What follows belongs to an exercise in optimizing a design on an open flow for small area; a production flow would make more cautious choices.
No run shown here included a check of the RTL's function; only the layout flow was run.
Power figures rest on the tool's default switching activity, not on a simulated workload.

File: design/flow/run.sh
#!/bin/bash
# synth_recipe.tcl (not shown) runs the flow's synth.tcl, then flattens the netlist and writes it again
# the make line also repeats each setting of config.mk as NAME=value (left out here)
make -C /OpenROAD-flow-scripts/flow DESIGN_CONFIG=/design/flow/config.mk WORK_HOME=/design/flow/orfs CLKGATE_MAP_FILE= SYNTH_SCRIPT=/design/flow/synth_recipe.tcl finish
File: design/flow/constraint.sdc
create_clock -name core_clock -period 10.0 [get_ports {CLK}]
set_input_delay 2.0000 -clock core_clock [delete_from_list [all_inputs] [get_ports {CLK}]]
set_output_delay 2.0000 -clock core_clock [all_outputs]
set_load 0.01 [all_outputs]
File: design/flow/design.v
module sd_slv_reg(
  rst, clk, 
  csdR
);
input          rst;
input          clk;
output [126:0] csdR;
reg    [126:0] csdR;
always @ (posedge clk or posedge rst) begin
  if(rst) begin
    csdR <= 127'h0;
  end
  else begin
    csdR <= {
      2'b00,
      6'b00_0000,
      8'h00,
      8'h00,
      8'h32,
      12'b010110110101,
      4'h0,
      1'b1,
      1'b0,
      1'b0,
      1'b0,
      2'b00,
      12'h000,
      3'b000,
      3'b000,
      3'b000,
      3'b000,
      3'b000,
      1'b0,
      7'b0000000,
      7'b0000000,
      1'b0,
      2'b00,
      3'b000,
      4'h0,
      1'b0,
      5'b00000,
      1'b0,
      1'b0,
      1'b0,
      1'b0,
      2'b00,
      2'b00,
      7'b0000000
    };
  end
end
endmodule
module sd_slv_cmr(
  rst, clk, cmd_in, ind_clr, size, ind, ok, rsp_end, acmd_06,
  crc_clrq, cmd_inq2, crc_calc_enq, crc_clac, rca_q, 
  cmd_16, cmd_17, blk_len_by, bus_width, start_add_q
);
input         rst;
input         clk;    
input         cmd_in; 
input        ind_clr; 
input         size  ; 
output [ 5:0] ind;    
output        ok;     
output   rsp_end;     
input    acmd_06;
output        crc_clrq;
output        cmd_inq2;
output        crc_calc_enq;
input   [6:0] crc_clac;
output [15:0]    rca_q;
input         cmd_16;
input         cmd_17;
output [ 9:0] blk_len_by;
output [ 1:0] bus_width;
output [ 9:0] start_add_q;
reg           ok;
reg       rsp_end;
reg        crc_calc_enq;
reg        crc_from_cmq;
reg  [6:0] crc_regq;
reg        cmd_q;       
reg        cmd_inq2;    
reg  [7:0] cnt_q;       
reg        rsp_q;       
reg        crc_clrq;
reg  [5:0] ind;
reg [15:0] rca_q;
reg  [9:0] cmd_reg_in_q;
reg  [9:0] blk_len_by;
reg  [9:0] start_add_q;
reg  [1:0] bus_width;
wire       idle     =!(|cnt_q);
wire       start    =idle && !cmd_q;
wire [7:0] cmd_cnt  =rsp_q ? 8'd0 : cnt_q;
wire       cnt_end  =(cnt_q == 8'd47 && !size) || (cnt_q == 8'd135 && size);
wire       cmd_start=start &&  cmd_in;
wire ind_shift=!rsp_q && cnt_q[7:3] == 5'd0 && cnt_q[2:1] != 2'd0;
wire rca_shift=!rsp_q && cnt_q >= 8'd9 && cnt_q <= 8'd23;
wire reg_shift=!rsp_q && cnt_q >= 8'd9 && cnt_q <= 8'd39;
wire crc_calc_eni=
  (!crc_calc_enq && cmd_start) ||
  ( crc_calc_enq && cmd_cnt != 8'd41  && !size) ||
  ( crc_calc_enq && cmd_cnt != 8'd129 &&  size);
wire crc_from_cmi=
  (!crc_from_cmq && cmd_cnt == 8'd39  && !size) || 
  (!crc_from_cmq && cmd_cnt == 8'd127 &&  size) || 
  ( crc_from_cmq && cmd_cnt != 8'd46  && !size) ||
  ( crc_from_cmq && cmd_cnt != 8'd134 &&  size);
wire crc_clri=(!size && cnt_q == 8'd46) || (size && cnt_q == 8'd133);
always @ (posedge clk or posedge rst) begin
  if(rst) begin
    cmd_q       <= 1'b1;
    cmd_inq2    <= 1'b1;
    cnt_q       <= 8'd0;
    rsp_q       <= 1'b0;
    crc_calc_enq<= 1'b0;
    crc_regq    <= 7'h0;
    crc_from_cmq<= 1'b0;
    crc_clrq    <= 1'b0;
    ok          <= 1'b0;
    ind         <= 6'h0;
    rsp_end     <= 1'b0;
    rca_q       <=16'h0;
    blk_len_by  <=10'h0;
    start_add_q <=10'h0;
    cmd_reg_in_q<=10'h0;
    bus_width   <= 2'b0;
  end else begin
    cmd_q       <= cmd_in;
    cmd_inq2    <= cmd_q;
    cnt_q       <= start ? 8'd2 : (cnt_end || idle) ? 8'd0 : cnt_q + 8'd1;
    if (start) rsp_q <= !cmd_in;
    crc_calc_enq<= crc_calc_eni;
    if (crc_from_cmq) crc_regq <= {crc_regq[5:0], cmd_in};
    crc_from_cmq<= crc_from_cmi;
    crc_clrq    <= crc_clri;
    ok          <= crc_clrq && (crc_clac == crc_regq);
    if (ind_clr) ind <= 6'd0;
    else if (ind_shift) ind <= {ind[4:0], cmd_in};
    rsp_end     <= rsp_q && cnt_q == 8'd135;
    if (rca_shift) rca_q <= {rca_q[14:0], cmd_in};
    if (cmd_16)  blk_len_by  <= cmd_reg_in_q;
    if (cmd_17)  start_add_q <= cmd_reg_in_q;
    if (acmd_06) bus_width   <= cmd_reg_in_q[1:0];
    if (reg_shift) cmd_reg_in_q <= {cmd_reg_in_q[8:0], cmd_in};
  end
end
endmodule
module sd_slv_fsm(
  rst, clk, ind, ok, clr, rsp_end, rca_ok,
  cmd_c, e_acmd_41, size, c_state
);
  input         rst;
  input         clk;    
  input  [ 5:0] ind;    
  input         ok;     
  input        clr;     
  input    rsp_end;     
  input     rca_ok;     
  output [ 3:0] cmd_c;  
  output     e_acmd_41; 
  output          size; 
  output [ 2:0] c_state; 
  localparam C_02=4'd0, C_NO=4'd1, C_55=4'd2, C_41=4'd3, C_06=4'd4,
             C_07=4'd5, C_16=4'd6, C_17=4'd7, C_03=4'd8, C_09=4'd9,
             C_10=4'd10;
  parameter CS_IDLE =3'd0;
  parameter CS_RDEAY=3'd1;
  parameter CS_IDENT=3'd2;
  parameter CS_STBY =3'd3;
  parameter CS_TRAN =3'd4;
  reg  [3:0] cmd_c;
  reg  [3:0] cmd_ci;
  reg        cmd_00;
  reg  e_acmd_41;
  reg        size;
  reg  [2:0] c_state;
  reg  [2:0] n_state;
  always @(*) begin
    case (ind)
      6'd2   : cmd_ci=C_02;
      6'd3   : cmd_ci=C_03;
      6'd6   : cmd_ci=C_06;
      6'd7   : cmd_ci=C_07;
      6'd9   : cmd_ci=C_09;
      6'd10  : cmd_ci=C_10;
      6'd16  : cmd_ci=C_16;
      6'd17  : cmd_ci=C_17;
      6'd41  : cmd_ci=C_41;
      6'd55  : cmd_ci=C_55;
      default: cmd_ci=C_NO;
    endcase
  end
  always @(*) begin
    n_state=c_state;
    case (c_state)
      CS_IDLE : if(cmd_c == C_41) n_state=CS_RDEAY;
      CS_RDEAY: if(cmd_00) n_state=CS_IDLE; else if(cmd_c == C_02) n_state=CS_IDENT;
      CS_IDENT: if(cmd_00) n_state=CS_IDLE; else if(cmd_c == C_03) n_state=CS_STBY;
      CS_STBY : if(cmd_00) n_state=CS_IDLE; else if(cmd_c == C_07 && rca_ok) n_state=CS_TRAN;
      CS_TRAN : if(cmd_00) n_state=CS_IDLE;
      default : n_state=CS_IDLE;
    endcase
  end
  always @ (posedge clk or posedge rst) begin
    if(rst) begin
      c_state   <= CS_IDLE;
      cmd_c     <= C_NO;
      cmd_00    <= 1'b0;
      e_acmd_41 <= 1'b0;
      size      <= 1'b0;
    end else begin
      c_state   <= n_state;
      cmd_c     <= ok ? cmd_ci : C_NO;
      if (ok) cmd_00 <= ind == 6'd0;
      e_acmd_41 <= (ok && ind == 6'd41) || (e_acmd_41 && !clr);
      if (ok && (ind == 6'd55 || ind == 6'd41)) size <= 1'b0;
      else if (ok && (ind == 6'd2 || ind == 6'd10 || ind == 6'd9)) size <= 1'b1;
      else if (rsp_end) size <= 1'b0;
    end
  end
endmodule
module sd_slv_rsp (
  rst, clk, sel, cst, size, crc, start, 
  cmd_od, cmd_oe, cmd_od1, cmd_oe1, 
  crc_calc, crc_clrq, ind_clr
);
  input          rst;
  input          clk;    
  input  [  3:0] sel;    
  input  [  2:0] cst;    
  input         size;    
  input  [  6:0] crc;    
  input        start;    
  output      cmd_od;    
  output      cmd_oe;    
  output      cmd_od1;   
  output      cmd_oe1;   
  output      crc_calc;
  output      crc_clrq;
  output      ind_clr;
  localparam S_CID=4'd0, S_ONE=4'd1, S_55=4'd2, S_41=4'd3, S_06=4'd4,
             S_07=4'd5, S_16=4'd6, S_17=4'd7, S_03=4'd8, S_CSD=4'd9;
  reg        start_q;
  reg  [  7:0] cnt_q;
  wire [  7:0] cnt_i;
  reg  [  3:0] sel_q;
  reg  [  2:0] cst_q;
  reg  [  7:0] idx_q;
  reg          cmd_oe;
  wire         cmd_oei;
  reg          crc_clrq;
  wire         crc_clri;
  reg          cmd_oe1;
  wire         cmd_oe1i;
  reg          cmd_od1;
  wire         cmd_od1i;
  reg          cmd_od0;
  reg          crc_calc;
  wire         crc_calci;
  reg          crc_mux;
  wire         crc_muxi;
  reg  [  6:0] crc_q;
  wire [  6:0] crc_i;
  reg          ind_clr;
  wire         ind_clri;
  assign cnt_i=
  (start && !start_q &&  size) ? 8'd137 :
  (start && !start_q && !size) ? 8'd49  :
  (|cnt_q)                     ? (cnt_q - 8'd1) :
  cnt_q;
  reg [135:0] v;
  always @(*) begin
    case (sel_q)
      S_55 : v={2'b00,6'd55,19'd0,1'b0,cst_q,9'b000000000,8'b0000000_1,88'h0};
      S_41 : v={2'b00,6'd63,19'd0,1'b0,cst_q,9'b000100000,8'b1111111_1,88'h0};
      S_06 : v={2'b00,6'd6 ,19'd0,1'b0,cst_q,9'b000100000,8'b0000000_1,88'h0};
      S_07 : v={2'b00,6'd7 ,19'd0,1'b0,cst_q,9'b000000000,8'b0000000_1,88'h0};
      S_16 : v={2'b00,6'd16,19'd0,1'b0,cst_q,9'b000000000,8'b0000000_1,88'h0};
      S_17 : v={2'b00,6'd17,19'd0,1'b0,cst_q,9'b000000000,8'b0000000_1,88'h0};
      S_03 : v={8'b00_000011,16'h1234,16'h0,8'h01,88'h0};
      S_CID: v={8'b00_111111,127'h201234567,1'b1};
      S_CSD: v={8'b00_111111,127'h192da840000000000000000000,1'b1};
      default: v={136{1'b1}};
    endcase
  end
  assign cmd_od=(idx_q < 8'd136) ? v[8'd135 - idx_q] : 1'b0;
  assign cmd_oei=(!cmd_oe && start && !start_q) || (cmd_oe && cnt_q != 8'd2);
  assign crc_clri=(cnt_q == 8'd1);
  assign cmd_oe1i =
  (!size && !cmd_oe1 && cnt_q == 8'd48 ) || 
  ( size && !cmd_oe1 && cnt_q == 8'd136) || 
  (          cmd_oe1 && cnt_q != 8'd0 );
  assign ind_clri=cmd_oe1i & ~cmd_oe1;
  assign crc_calci=
  (!crc_calc && start && !start_q && !size) || 
  (!crc_calc && cnt_q == 8'd130   &&  size) || 
  ( crc_calc && cnt_q != 8'd10);
  assign crc_muxi=(!crc_mux && cnt_q == 8'd9) || (crc_mux && cnt_q != 8'd2);
  assign cmd_od1i=!crc_mux ? cmd_od0 : crc_q[6];
  assign crc_i   =!crc_mux ? crc : {crc_q[6:0], 1'b0};
  always @ (posedge clk or posedge rst) begin
    if(rst) begin
      cnt_q   <= 8'h0;
      start_q <= 1'b0;
      sel_q   <= S_CID;
      cst_q   <= 3'd0;
      idx_q   <= 8'd0;
      cmd_oe  <= 1'b0;
      crc_clrq<= 1'b0;
      cmd_oe1 <= 1'b0;
      ind_clr <= 1'b0;
      cmd_od1 <= 1'b0;
      cmd_od0 <= 1'b0;
      crc_calc<= 1'b0;
      crc_mux <= 1'b0;
      crc_q   <= 7'd0;
    end else begin
      cnt_q   <= cnt_i;
      start_q <= start;
      if (!(|cnt_q)) begin
        sel_q <= sel;
        cst_q <= cst;
        idx_q <= 8'd0;
      end else if (!(idx_q[7] && idx_q[3])) begin
        idx_q <= idx_q + 8'd1;
      end
      cmd_oe  <= cmd_oei;
      crc_clrq<= crc_clri;
      cmd_oe1 <= cmd_oe1i;
      ind_clr <= ind_clri;
      cmd_od1 <= cmd_od1i;
      cmd_od0 <= cmd_od;
      crc_calc<= crc_calci;
      crc_mux <= crc_muxi;
      crc_q   <= crc_i;
    end
  end  
endmodule
module sd_slv_cr7(rst, clk, clr, din, cen, all_one, crc);
  input        rst;
  input        clk;
  input        clr;
  input        din;
  input        cen;
  input        all_one;  
  output [6:0] crc;
  reg  q6, q5, q4, q3, q2, q1, q0;
  wire d6, d5, d4, d3, d2, d1, d0;
  assign d0=din^q6;
  assign d1=q0;
  assign d2=q1;
  assign d3=q2^d0;
  assign d4=q3;
  assign d5=q4;
  assign d6=q5;
  assign crc={q6, q5, q4, q3, q2, q1, q0};
always @ (posedge clk or posedge rst) begin
  if(rst) begin
    q0<=1'b0;
    q1<=1'b0;
    q2<=1'b0;
    q3<=1'b0;
    q4<=1'b0;
    q5<=1'b0;
    q6<=1'b0;
  end else begin
    if(clr) begin
        q0<=1'b0;
        q1<=1'b0;
        q2<=1'b0;
        q3<=1'b0;
        q4<=1'b0;
        q5<=1'b0;
        q6<=1'b0;
    end else begin
      if(all_one) begin
        q0<=1'b1;
        q1<=1'b1;
        q2<=1'b1;
        q3<=1'b1;
        q4<=1'b1;
        q5<=1'b1;
        q6<=1'b1;
      end else begin
        if(cen) begin
          q0<=d0;
          q1<=d1;
          q2<=d2;
          q3<=d3;
          q4<=d4;
          q5<=d5;
          q6<=d6;
        end
      end
    end
  end
end
endmodule
module sd_slv_c16(rst, clk, clr, din, cen, sft, q);
  input         rst;
  input         clk;
  input         clr;
  input         din;
  input         cen;
  input         sft;  
  output        q  ;
  reg  [15:0] C;
  wire [15:0] d;
  wire [15:0] dCrc;
  wire i;
  assign q=C[15];
  assign i=din ^ C[15];
  assign d=cen ? dCrc : sft ? {C[14:0], 1'b0} : C;
  assign dCrc=
  {C[14:12], C[11], C[10:5]  , C[4], C[3:0] , 1'b0} ^
  {3'b000  , i    , 6'b000000, i   , 4'b0000, i   };
always @ (posedge clk or posedge rst) begin
  if(rst) begin
    C <= 16'h0;
  end else begin
    if(clr) begin
      C <= 16'h0;
    end else begin
      C<=d;
    end
  end
end
endmodule
module sd_slv_rom(a, e, s, q, ck);
  input  [ 9:0] a;  
  input         e;  
  input         s;  
  output [ 3:0] q;
  input         ck;
  wire   [15:0] O;
  wire   [ 3:0] d;
  reg    [ 3:0] q;
  always @ (posedge ck) q <= d;
  assign d=
  (e && ~s && a[9:8] == 2'h0) ? O[ 3: 0] :
  (e && ~s && a[9:8] == 2'h1) ? O[ 7: 4] :
  (e && ~s && a[9:8] == 2'h2) ? O[11: 8] :
  (e && ~s && a[9:8] == 2'h3) ? O[15:12] :
  (e &&  s                  ) ? {q[0], q[3:1]} : 
  4'b1111;  
  localparam [255:0] INIT0 =
    256'b1010101010101010101010101010101010101010101010101010101010101010101010101010101010101010101010101010101010101010101010101010101010101010101010101010101010101010101010101010101010101010101010101010101010101010101010101010101010101010101010101010101010101010;
  localparam [255:0] INIT1 =
    256'b1100110011001100110011001100110011001100110011001100110011001100110011001100110011001100110011001100110011001100110011001100110011001100110011001100110011001100110011001100110011001100110011001100110011001100110011001100110011001100110011001100110011001101;
  localparam [255:0] INIT2 =
    256'b1111000011110000111100001111000011110000111100001111000011110000111100001111000011110000111100001111000011110000111100001111000011110000111100001111000011110000111100001111000011110000111100001111000011110000111100001111000011110000111100001111000011110000;
  localparam [255:0] INIT3 =
    256'b1111111100000000111111110000000011111111000000001111111100000000111111110000000011111111000000001111111100000000111111110000000011111111000000001111111100000000111111110000000011111111000000001111111100000000111111110000000011111111000000001111111100000001;
  localparam [255:0] INIT4 =
    256'b1111111111111111000000000000000011111111111111110000000000000000111111111111111100000000000000001111111111111111000000000000000011111111111111110000000000000000111111111111111100000000000000001111111111111111000000000000000011111111111111110000000000000000;
  localparam [255:0] INIT5 =
    256'b1111111111111111111111111111111100000000000000000000000000000000111111111111111111111111111111110000000000000000000000000000000011111111111111111111111111111111000000000000000000000000000000001111111111111111111111111111111100000000000000000000000000000000;
  localparam [255:0] INIT6 =
    256'b1111111111111111111111111111111111111111111111111111111111111111000000000000000000000000000000000000000000000000000000000000000011111111111111111111111111111111111111111111111111111111111111110000000000000000000000000000000000000000000000000000000000000000;
  localparam [255:0] INIT7 =
    256'b1111111111111111111111111111111111111111111111111111111111111111111111111111111111111111111111111111111111111111111111111111111100000000000000000000000000000000000000000000000000000000000000000000000000000000000000000000000000000000000000000000000000000000;
  localparam [255:0] INIT8 =
    256'b1010101010101010101010101010101010101010101010101010101010101010101010101010101010101010101010101010101010101010101010101010101010101010101010101010101010101010101010101010101010101010101010101010101010101010101010101010101010101010101010101010101010101010;
  localparam [255:0] INIT9 =
    256'b1100110011001100110011001100110011001100110011001100110011001100110011001100110011001100110011001100110011001100110011001100110011001100110011001100110011001100110011001100110011001100110011001100110011001100110011001100110011001100110011001100110011001100;
  localparam [255:0] INIT10 =
    256'b1111000011110000111100001111000011110000111100001111000011110000111100001111000011110000111100001111000011110000111100001111000011110000111100001111000011110000111100001111000011110000111100001111000011110000111100001111000011110000111100001111000011110000;
  localparam [255:0] INIT11 =
    256'b1111111100000000111111110000000011111111000000001111111100000000111111110000000011111111000000001111111100000000111111110000000011111111000000001111111100000000111111110000000011111111000000001111111100000000111111110000000011111111000000001111111100000000;
  localparam [255:0] INIT12 =
    256'b1111111111111111000000000000000011111111111111110000000000000000111111111111111100000000000000001111111111111111000000000000000011111111111111110000000000000000111111111111111100000000000000001111111111111111000000000000000011111111111111110000000000000000;
  localparam [255:0] INIT13 =
    256'b1111111111111111111111111111111100000000000000000000000000000000111111111111111111111111111111110000000000000000000000000000000011111111111111111111111111111111000000000000000000000000000000001111111111111111111111111111111100000000000000000000000000000000;
  localparam [255:0] INIT14 =
    256'b1111111111111111111111111111111111111111111111111111111111111111000000000000000000000000000000000000000000000000000000000000000011111111111111111111111111111111111111111111111111111111111111110000000000000000000000000000000000000000000000000000000000000000;
  localparam [255:0] INIT15 =
    256'b1111111111111111111111111111111111111111111111111111111111111111111111111111111111111111111111111111111111111111111111111111111100000000000000000000000000000000000000000000000000000000000000000000000000000000000000000000000000000000000000000000000000000000;
  assign O[0] = INIT0[a[7:0]];
  assign O[1] = INIT1[a[7:0]];
  assign O[2] = INIT2[a[7:0]];
  assign O[3] = INIT3[a[7:0]];
  assign O[4] = INIT4[a[7:0]];
  assign O[5] = INIT5[a[7:0]];
  assign O[6] = INIT6[a[7:0]];
  assign O[7] = INIT7[a[7:0]];
  assign O[8] = INIT8[a[7:0]];
  assign O[9] = INIT9[a[7:0]];
  assign O[10] = INIT10[a[7:0]];
  assign O[11] = INIT11[a[7:0]];
  assign O[12] = INIT12[a[7:0]];
  assign O[13] = INIT13[a[7:0]];
  assign O[14] = INIT14[a[7:0]];
  assign O[15] = INIT15[a[7:0]];
endmodule
module sd_slv_adg (
  rst, clk, bus_width, read, ldad, adln,
  addr, shift, en_rom, sft, stop_en, readq, mem_enq, crc_enq
);
  input  rst;
  input  clk;
  input  [1:0] bus_width;  
  input        read     ;  
  input  [9:0] ldad     ;  
  input  [9:0] adln     ;  
  output [9:0] addr     ;  
  output       shift    ;  
  output       en_rom   ;  
  output       sft      ;  
  output       stop_en  ;  
  output       readq    ;  
  output       mem_enq  ;  
  output       crc_enq  ;  
  reg          readq    ;  
  reg          en_romq  ;  
  reg          en_rom   ;  
  wire         en_romi  ;  
  reg          sft      ;  
  wire         sfti     ;  
  reg          stop_en  ;  
  wire         stop_eni ;  
  reg    [9:0] addr     ;  
  wire   [9:0] addri    ;  
  reg    [9:0] addrend  ;  
  wire   [9:0] addrendi ;  
  reg    [1:0] bitCnt   ;  
  wire   [1:0] bitCnti  ;  
  reg   [10:0] bit1Cnt  ;  
  wire  [10:0] bit1Cnti ;  
  reg          shift    ;  
  wire         shifti   ;  
  reg    [9:0] add_lim;
  wire   [9:0] add_limi;
  reg    [3:0] crcCnt;
  wire   [3:0] crcCnti;
  reg          mem_enq;
  wire         mem_eni;
  reg          crc_enq;
  wire         crc_eni;
  wire         crc_endi;
  reg          crc_endq;
  assign crc_eni=
  (!crc_enq && en_rom && !en_romq) || 
  ( crc_enq && bit1Cnt !=  addrend         && bus_width == 2'b10) ||
  ( crc_enq && bit1Cnt != {addrend, 2'b00} && bus_width == 2'b00);
  assign mem_eni=en_rom;
  assign add_limi=(adln*2);
  assign addrendi=read ? (ldad + add_lim) : addrend;
  assign addri=
  read                                      ? ldad   :
  (en_rom && bus_width == 2'b10)            ? addr+1 :  
  (en_rom && bus_width == 2'b00 && &bitCnt) ? addr+1 :  
  addr;
  assign bitCnti=
  (bus_width == 2'b10          ) ?          2'b00 :
  (bus_width == 2'b00 && read  ) ? bitCnt + 2'b01 : 
  (bus_width == 2'b00 && en_rom) ? bitCnt + 2'b01 : 
  bitCnt;
  assign bit1Cnti=
  readq                                               ?           11'd1 :
  (bit1Cnt == {addrend, 2'b00} && bus_width == 2'b00) ?           11'd0 :
  (bit1Cnt ==  addrend         && bus_width == 2'b10) ?           11'd0 :
  (bit1Cnt   != 11'h0                               ) ? bit1Cnt + 11'd1 :
  bit1Cnt;
  assign shifti=
  (bitCnt != 2'b11 && bus_width == 2'b00) ? 1'b1 : 1'b0;
  assign en_romi=
  (!en_rom && read) || 
  ( en_rom && bit1Cnt != addrend          && bus_width == 2'b10) ||
  ( en_rom && bit1Cnt != {addrend, 2'b00} && bus_width == 2'b00);
  assign crc_endi=crcCnt != 4'd15;
  assign sfti=(
    (!sft && !crc_eni && crc_enq) ||  
    ( sft && crc_endq           )
  );
  assign stop_eni=~sfti & sft;
  assign crcCnti=
  (crcCnt != 4'd0) ? (crcCnt + 4'd1) :  
  sft              ?           4'd1  : crcCnt;
  always @ (posedge clk or posedge rst) begin
    if(rst) begin
      add_lim <= 10'h0;
      addr    <= 10'h0;
      addrend <= 10'h0;
      bitCnt  <=  2'h0;
      bit1Cnt <= 11'd0;
      shift   <=  1'b0;
      en_rom  <=  1'b0;
      en_romq <=  1'b0;
      sft     <=  1'b0;
      stop_en <=  1'b0;
      crcCnt  <=  4'd0;
      crc_endq<=  1'b0;
      readq   <=  1'b0;  
      mem_enq <=  1'b0;
      crc_enq <=  1'b0;
    end
    else begin
      add_lim <= add_limi;
      addr    <= addri;
      addrend <= addrendi;
      bitCnt  <= bitCnti;
      bit1Cnt <= bit1Cnti;
      shift   <= shifti;
      en_romq <= en_rom;
      en_rom  <= en_romi;
      sft     <= sfti;
      stop_en <= stop_eni;
      crcCnt  <= crcCnti;
      crc_endq<= crc_endi;
      readq   <= read;  
      mem_enq <= mem_eni;
      crc_enq <= crc_eni;
    end
  end
endmodule
module sd_slv_Rmx (
  rst, clk,
  read, cen, stop_en, cen_rom,
  din, crc,
  ei, e,
  crcC, dout
);
  input  rst;
  input  clk;
  input        read; 
  input        cen ; 
  input     stop_en; 
  input     cen_rom; 
  input  [3:0] din;  
  input  [3:0] crc;  
  input        ei ;
  output       e  ;
  output       crcC; 
  output [3:0] dout;
  reg    [3:0] dout;
  wire   [3:0] douti;
  reg    [3:0] dinq;
  reg          cen_romq;
  reg          readq   ;
  reg          cenq    ;
  reg          e       ;
  reg          stop_enq;
  reg    [3:0] crcq    ;  
  assign douti=
  readq   ? 4'h0 : 
  cen_romq? dinq : 
  stop_en ? 4'hf :
  cenq    ? crcq : 1'b1;
  assign crcC =read;
  always @ (posedge clk or posedge rst) begin
    if(rst) begin
      dinq    <= 4'h0;
      dout    <= 4'h0;
      e       <= 1'b0;
      readq   <= 1'b0;
      cen_romq<= 1'b0;
      cenq    <= 1'b0;
      crcq    <= 4'h0;
      stop_enq<= 1'b0;
    end else begin
      dinq    <= din;
      dout    <= douti;
      e       <= ei;
      readq   <= read;
      cen_romq<= cen_rom;
      cenq    <= cen;
      crcq    <= crc;
      stop_enq<= stop_en;
    end
  end
endmodule
module sd_slv_mem (
  rst, clk,
  bus_width, read, ldad, adln,
  e, q
);
  input  rst;
  input  clk;
  input  [1:0] bus_width;  
  input        read     ;  
  input  [9:0] ldad     ;  
  input  [9:0] adln     ;  
  output       e        ;  
  output [3:0] q        ;  
  wire   [9:0] addr     ;  
  wire         shift    ;  
  wire         sft      ;  
  wire   [3:0] qi       ;  
  wire         cen_rom  ;  
  wire         crcC     ;  
  wire [3:0]   crc_16   ;  
  wire         stop_en  ;
  wire         ei       ;
  wire mem_enq;
  wire readq;    
  wire crc_enq;  
  assign ei=mem_enq|sft|stop_en;
  sd_slv_adg u_adg (  
    .rst(rst),
    .clk(clk),
    .bus_width(bus_width),  
    .read     (read     ),  
    .ldad     (ldad     ),  
    .adln     (adln     ),  
    .addr     (addr     ),  
    .shift    (shift    ),  
    .en_rom   (cen_rom  ),  
    .sft      (sft      ),  
    .stop_en  (stop_en  ),  
    .readq    (readq    ),  
    .mem_enq  (mem_enq  ),  
    .crc_enq  (crc_enq  )   
  ); 
  sd_slv_rom u_rom (
    .a(addr   ),  
    .e(cen_rom),  
    .s(shift  ),  
    .q(qi     ),  
    .ck(clk   ) 
  ); 
  sd_slv_c16 u_c16A (
    .rst(rst    ),
    .clk(clk    ),
    .clr(crcC   ),
    .din(qi[0]  ),
    .cen(crc_enq), 
    .sft(sft    ), 
    .q  (crc_16[0]) 
  ); 
  sd_slv_c16 u_c16B (
    .rst(rst    ),
    .clk(clk    ),
    .clr(crcC   ),
    .din(qi[1]  ),
    .cen(crc_enq), 
    .sft(sft    ), 
    .q  (crc_16[1]) 
  ); 
  sd_slv_c16 u_c16C (
    .rst(rst    ),
    .clk(clk    ),
    .clr(crcC   ),
    .din(qi[2]  ),
    .cen(crc_enq), 
    .sft(sft    ), 
    .q  (crc_16[2]) 
  ); 
  sd_slv_c16 u_c16D (
    .rst(rst    ),
    .clk(clk    ),
    .clr(crcC   ),
    .din(qi[3]  ),
    .cen(crc_enq), 
    .sft(sft    ), 
    .q  (crc_16[3]) 
  ); 
  sd_slv_Rmx u_Rmx ( 
    .rst    (rst    ),
    .clk    (clk    ),
    .read   (readq  ),  
    .cen    (sft    ),  
    .stop_en(stop_en),  
    .cen_rom(cen_rom),  
    .din    (qi     ),  
    .crc    (crc_16 ),  
    .ei     (ei     ),
    .e      (e      ),
    .crcC(crcC  ),  
    .dout(q     )
  ); 
endmodule
module sd_slv_top(CLK, rst, CMD_i, CMD_o, CMD_oe, DATA_o, DATA_oe);
  input        CLK;
  input        rst;
  input        CMD_i;   
  output       CMD_o;   
  output       CMD_oe;  
  output [3:0] DATA_o;  
  output [3:0] DATA_oe; 
  wire         CMD;     
  wire  [ 5:0] ind;
  wire         ok;
  wire  [ 3:0] cmd_c;
  wire      e_acmd_41;
  wire         size;
  wire         rsp_end;
  wire         crc_clrq;
  wire         cmd_inq2;
  wire         crc_calc_enq;
  wire   [6:0] crc_clac;
  wire         rsp_oe;
  wire         rsp_od;
  wire         rsp_oe1;
  wire         rsp_od1;
  wire         crc_calc;
  wire         rsp_clrq;
  wire [ 15:0] rca_q;
  wire [  9:0] blk_len_by;
  wire [  1:0] bus_width;
  wire [  2:0] c_state;
  wire [  9:0] start_add_q;
  wire       clr_mx;
  wire       din_mx;
  wire       cen_mx;
  wire       ind_clr;
  wire       rca_ok = rca_q == 16'h1234;
  wire [3:0] rsp_sel =
    (cmd_c == 4'd10) ? (rca_ok ? 4'd0 : 4'd1) :
    (cmd_c == 4'd9 ) ? (rca_ok ? 4'd9 : 4'd1) :
    cmd_c;
  wire start_rsp = cmd_c != 4'd1;
  assign CMD    = rsp_oe1 ? rsp_od1 : CMD_i;
  assign CMD_o  = rsp_od1;
  assign CMD_oe = rsp_oe1;
  sd_slv_cmr u_cmr (
    .rst(rst),
    .clk(CLK),
    .cmd_in(CMD),
    .ind_clr(ind_clr),
    .size(size ),
    .ind(ind),
    .ok (ok ),
    .rsp_end(rsp_end),
    .acmd_06(cmd_c == 4'd4),
    .crc_clrq(crc_clrq),
    .cmd_inq2(cmd_inq2),
    .crc_calc_enq(crc_calc_enq),
    .crc_clac(crc_clac),
    .rca_q(rca_q),
    .cmd_16     (cmd_c == 4'd6),
    .cmd_17     (cmd_c == 4'd7),
    .blk_len_by (blk_len_by ),
    .bus_width  (bus_width  ),
    .start_add_q(start_add_q)
  );
  sd_slv_fsm u_fsm (
    .rst(rst),
    .clk(CLK),
    .ind(ind),
    .ok (ok ),
    .clr(clr_mx),
    .rsp_end(rsp_end),
    .rca_ok(rca_ok),
    .cmd_c(cmd_c),
    .e_acmd_41(e_acmd_41),
    .size(size),
    .c_state(c_state)
  );
  sd_slv_rsp u_rsp (
    .rst(rst),
    .clk(CLK),
    .sel (rsp_sel ),
    .cst (c_state ),
    .size(size),
    .crc  (crc_clac ),
    .start(start_rsp),
    .cmd_od (rsp_od ),
    .cmd_oe (rsp_oe ),
    .cmd_od1(rsp_od1),
    .cmd_oe1(rsp_oe1),
    .crc_calc(crc_calc),
    .crc_clrq(rsp_clrq),
    .ind_clr (ind_clr)
  );
  assign clr_mx=rsp_oe ? rsp_clrq : crc_clrq;
  assign din_mx=rsp_oe ? rsp_od   : cmd_inq2;
  assign cen_mx=rsp_oe ? crc_calc : crc_calc_enq;
  sd_slv_cr7 u_crc7 (
    .rst(rst),  
    .clk(CLK),  
    .clr(clr_mx),
    .din(din_mx),
    .cen(cen_mx),
    .all_one(e_acmd_41),
    .crc(crc_clac)
  );
  wire [3:0] mem_data;
  wire       mem_Doen;
  sd_slv_mem u_mem (
    .rst(rst),
    .clk(CLK),
    .bus_width(bus_width  ),
    .read     (cmd_c == 4'd7),
    .ldad(start_add_q),
    .adln(blk_len_by ),
    .e(mem_Doen),
    .q(mem_data) 
  );
  assign DATA_o    = mem_data;
  assign DATA_oe[3] = bus_width == 2'b10 && mem_Doen;
  assign DATA_oe[2] = bus_width == 2'b10 && mem_Doen;
  assign DATA_oe[1] = bus_width == 2'b10 && mem_Doen;
  assign DATA_oe[0] =                       mem_Doen;
endmodule
File: design/flow/config.mk
export PLATFORM = sky130hd
export DESIGN_NAME = sd_slv_top
export DESIGN_NICKNAME = sd_slv_top
export VERILOG_FILES = /design/flow/design.v
export SDC_FILE = /design/flow/constraint.sdc
export NUM_CORES = 4
export LEC_CHECK = 0
export CAP_MARGIN = 20
export CORE_MARGIN = 2
export CORE_UTILIZATION = 40
export PLACE_DENSITY = 0.6
export SLEW_MARGIN = 20
==> summary.txt, run 1 <==
Synth Area in XOR/XNOR=roughly 6.0%; final setup fails=0; Synth Instances=1281; most area-consuming cells after synthesis=dfrtp_1 52%, nand2_1 7.2%, mux2_2 4.5%, xor2_1 3.9%, a21oi_1 3.8%; WL final=roughly 24000 um; GPL Wtd Cong=roughly 0.84; area leader, netlist=dfrtp_1; Worst Setup End Kind=output pin; fin. max-slew vios=0; core box area=roughly 0.031 mm2; gr usage total=14.7%; Post-synth EDFFs=0; worst-skew pair later-pin latency=between 500 and 600 ps; setup ws final=6170 ps; CTS Buf Count=29; WP data required=roughly 8000 ps; post-layout min period=roughly 3800 ps; IO Pins=13; multiplexer share of the synthesized area=5.63%; nets@finish=~1.3k; CP peak stage delay=~560 ps; post-synthesis adder-cell area fraction=under 10%; 1st-iter DRT viols=713; WP data arrival=between 1500 and 2000 ps; vias in the first global route=approximately 8.4k; Starting Density=40.4%; Final ANT Viol Nets=0; Via Count=between 8k and 9k; CTS tree=done; setup TNS=0 ps; post-synthesis compound-gate area fraction=between 10% and 20%; fmax=around 260 MHz; largest family of logic cells by synthesized area=simple AND/OR/NAND/NOR gates; warning count from the yosys run=8; final worst-path cycle share=approximately two fifths; placed wire-length estimate=about 15000 um; die area=approximately 0.033 mm2; largest net degree at the start of global routing=between 100 and 150; Power Density=around 220 mW/mm2; grt ovf=0; Async S/R FF share, synth=a little over nine tenths; Root Driver=clkbuf_16; status=complete, no violations; endpoints failing hold=0; Post-Synth Simple-Gate Area=around 18%; max_cap viols=0; RSZ-0062 raised after global routing=no; initial antenna violation count=0; Primary FF master, synth=dfrtp_1; CP Max Fanout=9; vias per inst=5.16; Pre-antenna DRT Iters=5; synthesized net count=roughly 1.3k; Synth top area share=51.7%; register area share after synthesis=a little over half; Slew @ Worst Pin=918 ps; clock net sink count=approximately 270; hold crit path type=reg -> reg; global-route wire length before repair=a little over 40000 um; synth unique cells=78; Worst VDD drop=0.184 mV; leak pwr=between 0.006 and 0.007 uW; crit start category=flop; pre-CTS setup slack=between 5000 and 6000 ps; PortBufs=12; num rows=65; # Post-CTS Setup Buffers=0; # resized after CTS=0; wire per inst=roughly 14 um; Post-route DRC=0; #FFs+latches synth=269; Util after Layout=roughly 45%; Hold Slack=about 350 ps; Die Ht=roughly 180 um; n_diodes=0; H-tree Lvls=1; Clock Tree Buf Depth=3; kind of critical path=reg -> out; clk slew on worst S/H paths=around 60 ps; clock skew=~20 ps; Chip Width=between 150 and 200 um; mapped cell area=roughly 0.013 mm2; Area Overhead vs Synth=10.3%; Mean Syn Cell Area=about 9.9 um2; layout cell share with drive strength beyond 1=about a tenth; Slowest-stage cell, CP=clkdlybuf4s50_1; Slew HR=a little under 40%; cells along the critical path=nand2_1, nor2_1, clkdlybuf4s50_1; cts hold-fix bufs=0
[per-stage QoR]
stage | std cells | instance area [um2] | total power [uW]
floorplan | 1281 | 12700 | 1860
global placement | 1620 | 13000 | 1970
detailed placement | 1620 | 13000 | 1980
CTS | 1672 | 14000 | 3080
global route | 1673 | 14000 | 3240
finish | 1673 | 14000 | 3040
[path summary, 6_finish.rpt]
check	startpoint	end	slack, ps	cells after the start
min	u_cmr.blk_len_by[5]	u_mem.u_adg.add_lim[6]	350	0
min reg2reg	u_cmr.blk_len_by[5]	u_mem.u_adg.add_lim[6]	350	0
max reg2reg	u_rsp.idx_q[3]	u_crc7.q3	6790	10
max	u_cmr.bus_width[1]	DATA_oe[3]	6170	3
min in group asynchronous	rst	u_mem.u_c16B.C[7]	1990	2
max in group asynchronous	rst	u_mem.u_adg.bit1Cnt[8]	6610	3
[where the power goes]
part | switching, uW | internal (uW) | leakage (uW) | total [uW]
sequential | 183 | 1210 | 0.00359 | 1400
clock | 435 | 640 | 0.000476 | 1070
combinational | 292 | 276 | 0.00229 | 568
[critical path: cells and delay by family (launching register included)]
kind                   cells  cell delay [ps]
buffers and inverters      1              560
DFF                        1              480
and+or+nand+nor            2              240
[cell usage in the layout, fill, tap and decap left out, drive strengths merged, types with 4 or more instances in the layout]
cell type and count:
xor2 56, inv 38, dfrtp 262, nand4 17, o31ai 8, dfxtp 4, a41oi 4, nor4 16
a211oi 15, nor3b 8, mux2 51, nand2b 7, clkinv 9, nor4b 8, a21o 4, a32oi 4
or2 5, ha 28, clkdlybuf4s50 12, nor2 92, o21ai 64, or3 9, nand2 245, a21oi 96
xnor2 29, nand3 28, clkbuf 38, buf 8, a31oi 5, nor3 16, mux2i 14, nor2b 6
and3 10
[flip-flops by register name, summed over array words and instances (netlist names), 6 cells and up]
name	count
u_cmr.ind	6
u_mem.u_c16B.C	16
u_rsp.idx_q	8
u_cmr.cnt_q	8
u_rsp.cnt_q	8
u_mem.u_adg.add_lim	9
u_mem.u_c16C.C	16
u_cmr.crc_regq	7
u_mem.u_c16D.C	16
u_mem.u_c16A.C	16
u_mem.u_adg.addrend	10
u_cmr.cmd_reg_in_q	10
u_rsp.crc_q	7
u_cmr.blk_len_by	9
u_cmr.start_add_q	10
u_cmr.rca_q	16
u_mem.u_adg.addr	10
u_mem.u_adg.bit1Cnt	11
[Yosys cell counts, types with 4 or more instances]
cell type  number
or3_1           8
a21oi_1        96
o31ai_1         8
clkbuf_1       61
and3_1         10
nor4_1         16
nor3_1         16
nand2_1       245
mux2_2         51
or2_2           4
clkbuf_8        4
xor2_1         56
nand3_1        28
a32oi_1         4
nor3b_1         7
nor4b_1         6
a41oi_1         4
a31oi_1         5
dfxtp_1         4
a211oi_1       14
dfrtp_1       262
inv_1          36
nand4_1        17
nand2b_1        6
o21ai_0        63
buf_1           8
a21o_1          4
mux2i_1        14
ha_1           28
nor2b_1         6
xnor2_1        29
nor2_1         92
[cell type report]
class                           count  area (um2)
Fill cell                        2999       17400
Sequential cell                   269        6720
Multi-Input combinational cell    892        5470
Clock buffer                       38         800
Tap cell                          402         503
Timing Repair Buffer               20         200
Clock inverter                     14         165
Inverter                           38         150
[metal layers]
metal  wire length [um]  part of all wire, %  up-vias  global-route usage (%)
li1                   -                    -     4298                       -
met4                425                  1.8        0                    3.71
met2              11100                   47       99                    24.0
met1              11300                   48     4205                    20.7
met5                  0                    0        -                       0
met3                692                  2.9       30                    2.22
[logic make-up after synthesis]
family                   Yosys count
buffers and inverters            120
AO/OA/AOI/OAI                    227
multiplexers                      65
adder cells (fa/ha/maj)           29
AND/OR/NAND/NOR                  485
flip-flops                       269
XOR/XNOR                          86
==> run 2: changes to the inputs <==
--- a/design/flow/design.v
+++ b/design/flow/design.v
@@ -54,3 +54,3 @@
   rst, clk, cmd_in, ind_clr, size, ind, ok, rsp_end, acmd_06,
-  crc_clrq, cmd_inq2, crc_calc_enq, crc_clac, rca_q, 
+  crc_clrq, cmd_inq2, crc_calc_enq, crc_clac, rca_ok, 
   cmd_16, cmd_17, blk_len_by, bus_width, start_add_q
@@ -70,3 +70,3 @@
 input   [6:0] crc_clac;
-output [15:0]    rca_q;
+output        rca_ok;    
 input         cmd_16;
@@ -87,3 +87,5 @@
 reg  [5:0] ind;
-reg [15:0] rca_q;
+reg        rca_ok;
+reg        rca_lb;
+reg        rca_exp;
 reg  [9:0] cmd_reg_in_q;
@@ -109,2 +111,8 @@
   ( crc_from_cmq && cmd_cnt != 8'd134 &&  size);
+always @(*) begin
+  case (cnt_q[4:0])
+    5'd11, 5'd14, 5'd18, 5'd19, 5'd21: rca_exp=1'b1;
+    default: rca_exp=1'b0;
+  endcase
+end
 wire crc_clri=(!size && cnt_q == 8'd46) || (size && cnt_q == 8'd133);
@@ -123,6 +131,6 @@
     rsp_end     <= 1'b0;
-    rca_q       <=16'h0;
+    rca_ok      <= 1'b0;
+    rca_lb      <= 1'b0;
     blk_len_by  <=10'h0;
     start_add_q <=10'h0;
-    cmd_reg_in_q<=10'h0;
     bus_width   <= 2'b0;
@@ -141,3 +149,6 @@
     rsp_end     <= rsp_q && cnt_q == 8'd135;
-    if (rca_shift) rca_q <= {rca_q[14:0], cmd_in};
+    if (rca_shift) begin
+      rca_ok <= (cnt_q == 8'd9 ? !rca_lb : rca_ok) && (cmd_in == rca_exp);
+      if (cnt_q == 8'd23) rca_lb <= cmd_in;
+    end
     if (cmd_16)  blk_len_by  <= cmd_reg_in_q;
@@ -145,5 +156,7 @@
     if (acmd_06) bus_width   <= cmd_reg_in_q[1:0];
-    if (reg_shift) cmd_reg_in_q <= {cmd_reg_in_q[8:0], cmd_in};
   end
 end
+always @ (posedge clk) begin
+  if (reg_shift) cmd_reg_in_q <= {cmd_reg_in_q[8:0], cmd_in};
+end
 endmodule
@@ -306,5 +319,2 @@
       start_q <= 1'b0;
-      sel_q   <= S_CID;
-      cst_q   <= 3'd0;
-      idx_q   <= 8'd0;
       cmd_oe  <= 1'b0;
@@ -313,7 +323,4 @@
       ind_clr <= 1'b0;
-      cmd_od1 <= 1'b0;
-      cmd_od0 <= 1'b0;
       crc_calc<= 1'b0;
       crc_mux <= 1'b0;
-      crc_q   <= 7'd0;
     end else begin
@@ -321,9 +328,2 @@
       start_q <= start;
-      if (!(|cnt_q)) begin
-        sel_q <= sel;
-        cst_q <= cst;
-        idx_q <= 8'd0;
-      end else if (!(idx_q[7] && idx_q[3])) begin
-        idx_q <= idx_q + 8'd1;
-      end
       cmd_oe  <= cmd_oei;
@@ -332,9 +332,18 @@
       ind_clr <= ind_clri;
-      cmd_od1 <= cmd_od1i;
-      cmd_od0 <= cmd_od;
       crc_calc<= crc_calci;
       crc_mux <= crc_muxi;
-      crc_q   <= crc_i;
     end
   end  
+  always @ (posedge clk) begin
+    if (!(|cnt_q)) begin
+      sel_q <= sel;
+      cst_q <= cst;
+      idx_q <= 8'd0;
+    end else if (!(idx_q[7] && idx_q[3])) begin
+      idx_q <= idx_q + 8'd1;
+    end
+    cmd_od1 <= cmd_od1i;
+    cmd_od0 <= cmd_od;
+    crc_q   <= crc_i;
+  end
 endmodule
@@ -418,11 +427,7 @@
   {3'b000  , i    , 6'b000000, i   , 4'b0000, i   };
-always @ (posedge clk or posedge rst) begin
-  if(rst) begin
+always @ (posedge clk) begin
+  if(clr) begin
     C <= 16'h0;
   end else begin
-    if(clr) begin
-      C <= 16'h0;
-    end else begin
-      C<=d;
-    end
+    C<=d;
   end
@@ -548,3 +553,3 @@
   assign add_limi=(adln*2);
-  assign addrendi=read ? (ldad + add_lim) : addrend;
+  assign addrendi=read ? (ldad + {adln[8:0], 1'b0}) : addrend;
   assign addri=
@@ -582,8 +587,4 @@
     if(rst) begin
-      add_lim <= 10'h0;
-      addr    <= 10'h0;
-      addrend <= 10'h0;
       bitCnt  <=  2'h0;
       bit1Cnt <= 11'd0;
-      shift   <=  1'b0;
       en_rom  <=  1'b0;
@@ -599,8 +600,4 @@
     else begin
-      add_lim <= add_limi;
-      addr    <= addri;
-      addrend <= addrendi;
       bitCnt  <= bitCnti;
       bit1Cnt <= bit1Cnti;
-      shift   <= shifti;
       en_romq <= en_rom;
@@ -616,2 +613,7 @@
   end
+  always @ (posedge clk) begin
+    addr    <= addri;
+    addrend <= addrendi;
+    shift   <= shifti;
+  end
 endmodule
@@ -653,4 +655,2 @@
     if(rst) begin
-      dinq    <= 4'h0;
-      dout    <= 4'h0;
       e       <= 1'b0;
@@ -659,7 +659,3 @@
       cenq    <= 1'b0;
-      crcq    <= 4'h0;
-      stop_enq<= 1'b0;
     end else begin
-      dinq    <= din;
-      dout    <= douti;
       e       <= ei;
@@ -668,6 +664,9 @@
       cenq    <= cen;
-      crcq    <= crc;
-      stop_enq<= stop_en;
     end
   end
+  always @ (posedge clk) begin
+    dinq    <= din;
+    dout    <= douti;
+    crcq    <= crc;
+  end
 endmodule
@@ -798,3 +797,3 @@
   wire         rsp_clrq;
-  wire [ 15:0] rca_q;
+  wire         rca_ok;
   wire [  9:0] blk_len_by;
@@ -807,3 +806,2 @@
   wire       ind_clr;
-  wire       rca_ok = rca_q == 16'h1234;
   wire [3:0] rsp_sel =
@@ -830,3 +828,3 @@
     .crc_clac(crc_clac),
-    .rca_q(rca_q),
+    .rca_ok(rca_ok),
     .cmd_16     (cmd_c == 4'd6),
--- a/design/flow/config.mk
+++ b/design/flow/config.mk
@@ -7,2 +7,3 @@
 export LEC_CHECK = 0
+export ABC_AREA = 1
 export CAP_MARGIN = 20
==> run 2 against run 1 <==
  * Clock power down 15%
  * Synthesized cell count up 9.0%
  * Hold slack better by 14 ps
  * Count of clock-buffer cells in the layout down 4
  * Register-to-register slack better by 470 ps
  * Sequential cell count down 23
  * Clock skew down 9.3 ps
  * Critical endpoint unchanged
  * Largest cell class unchanged
==> summary.txt, run 2 <==
post-layout min period=3860 ps (+30.4 ps); Reg2Reg Setup Slack=7260 ps (+470 ps); most frequent cells in the layout=244 x nand2_1, 219 x nor2_1, 165 x inv_1, 154 x o21ai_0, 108 x dfrtp_1; Gate power share=0.9% (-18 points); WP data required=8000 ps (about the same); initial antenna violation count=0 (unchanged); # Post-CTS Setup Buffers=0 (unchanged); kind of critical path=reg -> out; Area Overhead vs Synth=11.3%; Clock Power Share=46.9% (+12 points); nets@finish=1434 (+12%); Via Count=8861 (+2.7%); WP data arrival=1860 ps (+30 ps); placed wire-length estimate=15600 um (+5.2%); min-delay src=u_cmr.cmd_q; most area-consuming cells after synthesis=dfrtp_1 24%, dfxtp_1 17%, edfxtp_1 9.7%, nand2_1 8.0%, nor2_1 7.2%; worst-skew pair later-pin latency=520 ps (-40 ps); mapped cell area=0.0114 mm2 (-10%); worst r2r src=u_rsp.idx_q[3]; clk slew on worst S/H paths=60 ps (about the same); Hold EP=u_cmr.cmd_inq2; max_cap viols=0 (unchanged); Slew HR=36.9% (-1.8 points); # resized after CTS=0 (unchanged); Mean Syn Cell Area=8.17 um2 (-17%); crit start category=flop; Pint=1530 uW (-28%); sequential share of power=52.2% (+6.2 points); WHS Path Cells=0 (unchanged); count leader, synth=nand2_1; Post-route DRC=0 (unchanged); area leader, netlist=dfrtp_1; most common cell after layout, fill and taps aside=nand2_1; Die Ht=173 um (-5.1%); fin. max-slew vios=0 (unchanged); Worst Setup End Kind=output pin; Chip Width=173 um (-5.1%); metal3 WL=898 um (+30%); delay-heaviest family, CP=buffers and inverters; net switching power=412 uW (-55%); hold crit path type=reg -> reg; Power Density=153 mW/mm2 (-30%); cts hold-fix bufs=0 (unchanged); Final ANT Viol Nets=0 (unchanged); Sw Share=21.2% (-8.7 points); vias in the first global route=8277 (-1.7%); num rows=61 (-6.2%); cells along the critical path=inv_1, nor2_1, inv_1, nor2_1, clkdlybuf4s50_1; status=complete, no violations; Util after Layout=45.5% (+0.86 points); Slowest-stage cell, CP=clkdlybuf4s50_1; setup TNS=0 ps (unchanged); Clock Tree Buf Depth=3 (unchanged); clock net sink count=246 (-8.6%); synth unique cells=51 (-35%); Synth top area share=23.7% (-28 points); PortBufs=12 (unchanged); GPL Wtd Cong=0.861 (+2.5%); core box area=0.0279 mm2 (-11%); most frequent cells after synthesis=244 x nand2_1, 220 x nor2_1, 166 x inv_1, 154 x o21ai_0, 108 x dfrtp_1; CP Max Fanout=5 (-4); H-tree Lvls=1 (unchanged); Tot Pwr=1940 uW (-36%); gr usage total=15.1% (+0.45 points); RSZ-0062 raised after global routing=no; die area=0.0299 mm2 (-9.8%); IO Pins=13 (unchanged); warning count from the yosys run=8 (unchanged); Async S/R FF share, synth=45.1% (-53 points); leak pwr=0.00570 uW (-10%); Root Driver=clkbuf_16; final setup fails=0 (unchanged); Placed Cells=1751 (+8.1%); #FFs+latches synth=246 (-8.6%); final worst-path cycle share=38.6% (+0.30 points); CP peak stage delay=560 ps (about the same); grt ovf=0 (unchanged); 1st-iter DRT viols=592 (-17%); synthesized net count=1428 (+8.8%); clock skew=10.9 ps (-9.25 ps); layout cell share with drive strength beyond 1=5.13% (-5.0 points); Post-synth EDFFs=37 (+37); R2R depth=18 (+8); Synth Instances=1396 (+9.0%); Worst VDD drop=0.110 mV (-40%); largest net degree at the start of global routing=84 (-28%); WL final=22700 um (-3.6%); met2 wire length=10000 um (-9.5%); metal1 wirelength=11300 um (about the same); vias per inst=4.92 (-4.6%); endpoints failing hold=0 (unchanged); capturing point of the worst reg2reg path=u_crc7.q3; CTS tree=done; Starting Density=40.9% (+0.43 points); fmax=259 MHz (-0.79%); Top Layer Used=met4; CTS Buf Count=27 (-6.9%); register area share after synthesis=51.3% (-1.6 points); n_diodes=0 (unchanged); worst path bufs/invs=3 (+2); Slew @ Worst Pin=946 ps (+27.7 ps); post-route non-filler standard cell count=1800 (+7.6%); wire per inst=12.6 um (-10%); global-route wire length before repair=39100 um (-5.8%); Primary FF master, synth=dfrtp_1; Hold Slack=369 ps (+13.7 ps); Pre-antenna DRT Iters=5 (unchanged)
-- run 2: changes by cell type in the layout (fill, tap and decap cells not counted), sizes merged, moves of 13 or more --
cell / delta
nand3: +35
o21ai: +93
xnor2: -20
mux2i: -13
edfxtp: +37
a21oi: -52
dfrtp: -154
nor2: +132
xor2: -26
dfxtp: +94
inv: +134
mux2: -51
-- run 2: layout make-up --
type | count | area, um2
clock buffers | 34 | 722
clock inverters | 15 | 92.6
fillers | 2807 | 15200
inverters | 173 | 652
multi-input cells | 937 | 4740
flip-flops and latches | 246 | 5850
well taps | 378 | 473
repair buffers | 17 | 161
-- run 2: how the worst max path moves through the flow --
stage                             startpoint                   to  cells after the start
after floorplan                          rst  u_cmr.blk_len_by[0]                      1
after detailed placement                 rst       u_rsp.cnt_q[7]                      3
after CTS                 u_cmr.bus_width[1]           DATA_oe[3]                      5
final                     u_cmr.bus_width[1]           DATA_oe[3]                      5
after global routing      u_cmr.bus_width[1]           DATA_oe[1]                      5
after global placement                   rst       u_rsp.cnt_q[3]                      3
-- run 2: per-layer routing --
layer	vias up	global-route usage [%]
li1	4596	-
met1	4068	21.2
met2	155	24.7
met3	42	2.40
met4	0	3.53
met5	-	0
-- run 2: cells by family (layout without fill, tap and decap cells) --
| group | Yosys count | after routing | share of synthesized area, % |
|---|---|---|---|
| simple gates | 599 | 599 | 22.0 |
| buf+inv | 213 | 239 | 7.19 |
| flops | 246 | 246 | 51.3 |
| compound gates | 269 | 269 | 13.2 |
| mux | 1 | 1 | 0.0877 |
| xor+xnor | 39 | 39 | 2.99 |
| fa+ha+maj | 29 | 29 | 3.25 |
-- run 2: through the flow --
stage / worst slack (ps) / area, um2
after detailed placement: 6110 / 11900
final: 6140 / 12700
after global placement: 6110 / 11900
after CTS: 6120 / 12700
after floorplan: 5070 / 11400
after global routing: 6010 / 12700
-- run 2: power groups by stage --
| stage | sequential, uW | clock (uW) | combinational, uW |
|---|---|---|---|
| finish | 1010 | 910 | 17.4 |
| global route | 1010 | 978 | 20.8 |
| CTS | 1010 | 937 | 18.0 |
| detailed placement | 1030 | 0 | 18.0 |
| global placement | 1030 | 0 | 18.0 |
| floorplan | 1030 | 0 | 12.6 |
-- run 2: worst register-to-register path: stages (launching register included) --
cell      delay (ps)
dfxtp_1          560
inv_2            160
ha_1             410
nor2_1           190
inv_1             80
nor2_1           130
nand3_1           70
o21ai_0          160
nor2_1            70
a21boi_1         140
nand2_1           80
nand2_1           80
nand3_2          110
nand2_2          100
nand2_2           50
nand3_1           60
nand3_1           80
nand2_1           60
nand2_1           40
==> run 3: changes to the inputs <==
--- a/design/flow/config.mk
+++ b/design/flow/config.mk
@@ -11,2 +11,3 @@
 export CORE_UTILIZATION = 40
+export CTS_BUF_LIST = sky130_fd_sc_hd__clkbuf_4 sky130_fd_sc_hd__clkbuf_8
 export PLACE_DENSITY = 0.6
==> run 3 against run 2 <==
  * Clock skew rose by 16 ps
  * Sequential share of layout area is 0.36 points lower
  * Still clean
  * Largest cell class unchanged
  * Routed wire length grew 1.1%
  * Global-route usage is 0.32 points higher
  * Synthesized cell count did not move
  * Die area unchanged
  * Sequential cell count did not move
==> summary.txt, run 3 <==
status=complete, no violations; wire per inst=12.5 um (-0.62%); cts hold-fix bufs=0 (unchanged); Tot Pwr=1990 uW (+2.8%); area leader, netlist=dfrtp_1; Die Ht=173 um (unchanged); post-synthesis compound-gate area fraction=13.2% (unchanged); die area=0.0299 mm2 (unchanged); Final ANT Viol Nets=0 (unchanged); Chip Width=173 um (unchanged); worst-skew pair later-pin latency=560 ps (+40 ps); cells along the critical path=inv_1, nor2_1, inv_1, nor2_1, clkdlybuf4s50_1; WL final=22900 um (+1.1%); most area-consuming cells after synthesis=dfrtp_1 24%, dfxtp_1 17%, edfxtp_1 9.7%, nand2_1 8.0%, nor2_1 7.2%; post-synthesis adder-cell area fraction=3.25% (unchanged); core box area=0.0279 mm2 (unchanged); Slowest-stage cell, CP=clkdlybuf4s50_1; synth unique cells=51 (unchanged); Post-synth EDFFs=37 (unchanged); count leader, synth=nand2_1; CTS tree=done; initial antenna violation count=0 (unchanged); Clock Tree Buf Depth=3 (unchanged); final worst-path cycle share=38.9% (+0.24 points); global-route wire length before repair=39700 um (+1.4%); GPL Wtd Cong=0.861 (unchanged); clk slew on worst S/H paths=60 ps (about the same); Area Overhead vs Synth=12.2%; hold crit path type=reg -> reg; Multi-input gate area=0.00474 mm2 (unchanged); vias in the first global route=8419 (+1.7%); largest net degree at the start of global routing=84 (unchanged); layout cell share with drive strength beyond 1=7.43% (+2.3 points); Root Driver=clkbuf_8; CP peak stage delay=560 ps (about the same); clock net sink count=246 (unchanged); largest family of logic cells by synthesized area=simple AND/OR/NAND/NOR gates; PortBufs=12 (unchanged); #FFs+latches synth=246 (unchanged); # Post-CTS Setup Buffers=0 (unchanged); Post-Synth Simple-Gate Area=22.0% (unchanged); nets@finish=1450 (+1.1%); grt ovf=0 (unchanged); endpoints failing hold=0 (unchanged); Worst Setup End Kind=output pin; mapped cell area=0.0114 mm2 (unchanged); Power Density=156 mW/mm2 (+1.9%); CP Max Fanout=5 (unchanged); Synth Area in XOR/XNOR=2.99% (unchanged); max_cap viols=0 (unchanged); warning count from the yosys run=8 (unchanged); multiplexer share of the synthesized area=0.0877% (unchanged); Via Count=8988 (+1.4%); kind of critical path=reg -> out; post-layout min period=3890 ps (+23.8 ps); Mean Syn Cell Area=8.17 um2 (unchanged); Worst VDD drop=0.0927 mV (-15%); WP data required=8000 ps (about the same); synthesized net count=1428 (unchanged); Starting Density=40.9% (unchanged); gr usage total=15.5% (+0.32 points); CTS Buf Count=43 (+59%); Synth top area share=23.7% (unchanged); leak pwr=0.00578 uW (+1.3%); final setup fails=0 (unchanged); sequential cell area=0.00585 mm2 (unchanged); n_diodes=0 (unchanged); Fill cells=2807 (unchanged); IO Pins=13 (unchanged); Synth Instances=1396 (unchanged); most frequent cells in the layout=244 x nand2_1, 219 x nor2_1, 165 x inv_1, 154 x o21ai_0, 108 x dfrtp_1; most common cell after layout, fill and taps aside=nand2_1; Primary FF master, synth=dfrtp_1; Async S/R FF share, synth=45.1% (unchanged); Post-route DRC=0 (unchanged); RSZ-0062 raised after global routing=no; placed wire-length estimate=15600 um (unchanged); crit start category=flop; Slew HR=38.0% (+1.0 points); setup TNS=0 ps (unchanged); # resized after CTS=0 (unchanged); H-tree Lvls=2 (+1); clock skew=26.8 ps (+15.9 ps); fin. max-slew vios=0 (unchanged); 1st-iter DRT viols=616 (+4.1%); register area share after synthesis=51.3% (unchanged); most frequent cells after synthesis=244 x nand2_1, 220 x nor2_1, 166 x inv_1, 154 x o21ai_0, 108 x dfrtp_1; vias per inst=4.91 (-0.28%); Slew @ Worst Pin=931 ps (-15.5 ps); Pre-antenna DRT Iters=5 (unchanged); WP data arrival=1890 ps (+30 ps); fmax=257 MHz (-0.61%); num rows=61 (unchanged)
[run 3: cell counts after synthesis]
Identical to the previous run, type by type.
[run 3: final timing paths]
| path | depth (start not counted) | slack [ps] | startpoint | endpoint |
|---|---|---|---|---|
| worst max-delay path | 5 | 6110 | u_cmr.bus_width[1] | DATA_oe[3] |
| worst min-delay path | 0 | 340 | u_cmr.cmd_q | u_cmr.cmd_inq2 |
| worst max register to register | 18 | 7260 | u_rsp.idx_q[3] | u_crc7.q3 |
| worst min register to register | 0 | 340 | u_cmr.cmd_q | u_cmr.cmd_inq2 |
| max in group asynchronous | 3 | 7110 | rst | u_cmr.crc_calc_enq |
| min in group asynchronous | 2 | 1830 | rst | u_mem.u_adg.crcCnt[0] |
[run 3: critical path, delay by kind of cell, from the launching register on]
| family | cells | cell delay, ps |
|---|---|---|
| buffers and inverters | 3 | 710 |
| DFF | 1 | 390 |
| and+or+nand+nor | 2 | 240 |
[run 3: kinds of logic (layout without fill, tap and decap cells)]
| kind of cell | Yosys count | after routing |
|---|---|---|
| AO/OA/AOI/OAI | 269 | 269 |
| multiplexers | 1 | 1 |
| adder cells (fa/ha/maj) | 29 | 29 |
| XOR/XNOR | 39 | 39 |
| buffers and inverters | 213 | 270 |
| AND/OR/NAND/NOR | 599 | 599 |
| flip-flops | 246 | 246 |
[run 3: layout make-up]
cell class / count / share of cell area [%]
flip-flops and latches: 246 / 45.7
multi-input cells: 937 / 37.1
clock buffers: 70 / 6.45
inverters: 173 / 5.09
well taps: 378 / 3.69
repair buffers: 17 / 1.26
clock inverters: 10 / 0.704
[run 3: power by group]
| part | total [uW] | switching, uW | leakage (uW) | internal [uW] |
|---|---|---|---|---|
| Combinational | 17.3 | 13.7 | 0.00271 | 3.58 |
| Sequential | 1010 | 2.40 | 0.00258 | 1010 |
| Clock | 963 | 410 | 0.000488 | 553 |
| Total | 1990 | 426 | 0.00578 | 1570 |
[run 3: layer usage]
| metal | global-route usage (%) | share of wire, % | vias to the layer above |
|---|---|---|---|
| li1 | - | - | 4640 |
| met1 | 21.3 | 50 | 4152 |
| met2 | 24.8 | 44 | 151 |
| met3 | 2.51 | 3.7 | 45 |
| met4 | 5.23 | 2.2 | 0 |
| met5 | 0 | 0 | - |
[run 3: stage by stage]
stage	instance area, um2	util [%]	instances	setup slack (ps)	hold slack [ps]
finish	12800	45.8	1831	6110	343
global route	12800	45.8	1831	5970	354
detailed placement	11900	42.5	1751	6110	360
CTS	12800	45.8	1831	6070	349
floorplan	11400	-	1396	5070	354
global placement	11900	42.5	1751	6110	364
==> run 4: changes to the inputs <==
--- a/design/flow/design.v
+++ b/design/flow/design.v
@@ -419,10 +419,6 @@
   wire [15:0] d;
-  wire [15:0] dCrc;
   wire i;
   assign q=C[15];
-  assign i=din ^ C[15];
-  assign d=cen ? dCrc : sft ? {C[14:0], 1'b0} : C;
-  assign dCrc=
-  {C[14:12], C[11], C[10:5]  , C[4], C[3:0] , 1'b0} ^
-  {3'b000  , i    , 6'b000000, i   , 4'b0000, i   };
+  assign i=cen & (din ^ C[15]);
+  assign d={C[14:12], C[11]^i, C[10:5], C[4]^i, C[3:0], i};
 always @ (posedge clk) begin
@@ -431,3 +427,3 @@
   end else begin
-    C<=d;
+    C <= d;
   end
--- a/design/flow/config.mk
+++ b/design/flow/config.mk
@@ -7,3 +7,2 @@
 export LEC_CHECK = 0
-export ABC_AREA = 1
 export CAP_MARGIN = 20
@@ -11,3 +10,4 @@
 export CORE_UTILIZATION = 40
-export CTS_BUF_LIST = sky130_fd_sc_hd__clkbuf_4 sky130_fd_sc_hd__clkbuf_8
+export CTS_CLUSTER_DIAMETER = 60
+export CTS_CLUSTER_SIZE = 30
 export PLACE_DENSITY = 0.6
==> run 4 against run 3 <==
  * Still clean
  * Power grew 16%
  * Register-to-register slack worse by 190 ps
  * Count of clock-buffer cells in the layout shrank 46
  * Die area fell by 4.3%
  * Setup slack better by 5.0 ps
  * Clock power is 4% higher
  * Sequential share of layout area rose by 2.4 points
  * Final area decreased by 5.0%
  * Critical path type unchanged
==> summary.txt, run 4 <==
status=complete, no violations; #FFs+latches synth=246 (unchanged); worst-skew pair later-pin latency=550 ps (about the same); most common cell after layout, fill and taps aside=nor2_1; placed wire-length estimate=13500 um (-14%); setup TNS=0 ps (unchanged); Util after Layout=45.3% (-0.56 points); Area Overhead vs Synth=11.5%; Synth top area share=24.8% (+1.1 points); WL final=20100 um (-12%); Post-synth EDFFs=37 (unchanged); gr usage total=14.2% (-1.2 points); initial antenna violation count=0 (unchanged); Slew @ Worst Pin=1050 ps (+123 ps); Die Ht=169 um (-2.2%); core box area=0.0269 mm2 (-3.8%); Synth Instances=1080 (-23%); CP Max Fanout=7 (+2); Pre-antenna DRT Iters=5 (unchanged); clock net sink count=246 (unchanged); Worst Setup End Kind=output pin; # resized after CTS=0 (unchanged); post-synthesis compound-gate area fraction=9.16% (-4.0 points); register area share after synthesis=53.6% (+2.3 points); setup ws final=6120 ps (+4.98 ps); Via Count=7253 (-19%); Final ANT Viol Nets=0 (unchanged); min-delay src=u_mem.u_c16C.C[15]; CTS Buf Count=24 (-44%); Tot Pwr=2320 uW (+16%); largest net degree at the start of global routing=82 (-2.4%); clock skew=23.4 ps (-3.47 ps); WP data arrival=1880 ps (about the same); endpoints failing hold=0 (unchanged); PortBufs=12 (unchanged); GPL Wtd Cong=0.817 (-5.1%); crit start category=flop; max_cap viols=0 (unchanged); count leader, synth=nor2_1; Post-Synth Simple-Gate Area=19.3% (-2.7 points); clk slew on worst S/H paths=80 ps (+20 ps); fin. max-slew vios=0 (unchanged); most frequent cells in the layout=113 x nor2_1, 107 x dfrtp_1, 104 x nand2_1, 98 x dfxtp_1, 65 x nor2b_1; post-synthesis adder-cell area fraction=3.49% (+0.24 points); WP data required=8000 ps (about the same); vias per inst=5.10 (+3.9%); Primary FF master, synth=dfrtp_1; die area=0.0286 mm2 (-4.3%); final worst-path cycle share=38.8% (-0.050 points); Worst VDD drop=0.172 mV (+86%); fmax=258 MHz (+0.13%); num rows=60 (-1.6%); grt ovf=0 (unchanged); leak pwr=0.00518 uW (-10%); Synth Area in XOR/XNOR=6.79% (+3.8 points); global-route wire length before repair=34100 um (-14%); hold crit path type=reg -> reg; synthesized net count=1112 (-22%); vias in the first global route=6909 (-18%); most frequent cells after synthesis=113 x nor2_1, 108 x dfrtp_1, 104 x nand2_1, 98 x dfxtp_1, 65 x nor2b_1; Post-route DRC=0 (unchanged); IO Pins=13 (unchanged); warning count from the yosys run=8 (unchanged); H-tree Lvls=1 (-1); post-layout min period=3880 ps (-4.98 ps); pre-CTS setup slack=6090 ps (-27.0 ps); wire per inst=14.1 um (+13%); CTS tree=done; layout cell share with drive strength beyond 1=8.14% (+0.71 points); n_diodes=0 (unchanged); Chip Width=169 um (-2.2%)
==> run 4: cell count changes after synthesis, moves of 20 or more <==
cell	before	now
nor2b_1	0	65
nand3_1	59	32
xnor2_1	9	32
nor2_1	220	113
xor2_1	30	50
mux2_2	0	27
nand2_1	244	104
o21ai_0	154	52
inv_1	166	42
==> run 4: final timing paths <==
| path | to | slack (ps) | depth (start not counted) |
|---|---|---|---|
| setup reg to reg | u_crc7.q0 | 7070 | 10 |
| hold / removal | u_mem.u_Rmx.crcq[2] | 370 | 0 |
| hold reg to reg | u_mem.u_Rmx.crcq[2] | 370 | 0 |
| min in group asynchronous | u_cmr.bus_width[1] | 1810 | 2 |
| setup / recovery | DATA_oe[3] | 6120 | 3 |
| max in group asynchronous | u_rsp.cnt_q[1] | 7110 | 3 |
==> run 4: cell type report <==
type,count,area (um2)
multi-input combinational,734,4660
timing repair buffer,15,146
clock inverter,20,314
tap,341,427
inverter,42,160
sequential,246,5860
fill,2544,14700
clock buffer,24,601
==> run 4: metal layers <==
| layer | part of all wire [%] | track usage [%] |
|---|---|---|
| met1 | 50 | 20.0 |
| met2 | 45 | 22.8 |
| met3 | 3.1 | 2.47 |
| met4 | 2.4 | 3.79 |
| met5 | 0 | 0 |
==> run 4: power breakdown <==
group	total (uW)	internal (uW)	switching (uW)
registers	1120	1050	68.3
clock network	1000	520	485
logic	194	79.8	114
total	2320	1650	668
==> run 4: critical path, stage by stage, from the launching register on <==
cell and delay, ps:
dfrtp_1 450, inv_1 140, and3_1 200, clkdlybuf4s50_1 540
==> run 4: stage by stage <==
stage	cells	cell area [um2]	hold slack, ps
CTS	1422	12200	371
global placement	1378	11200	354
finish	1422	12200	366
floorplan	1080	10900	349
global route	1422	12200	382
detailed placement	1378	11200	356
==> run 4: logic make-up (layout without fill, tap and decap cells) <==
logic type,Yosys count,count (layout)
multiplexers,39,39
XOR/XNOR,83,83
adder cells (fa/ha/maj),30,30
flip-flops,246,246
AND/OR/NAND/NOR,422,422
buffers and inverters,100,101
AO/OA/AOI/OAI,160,160

Re-timed with assumed drivers on the ports (clkbuf_16 on the clock, buf_2 on other inputs), run 4 has 6.076 ns of setup slack against 6.118 ns with ideal ports, and 6.285 ns once port delays also move by the mid clock arrival of 0.579 ns.
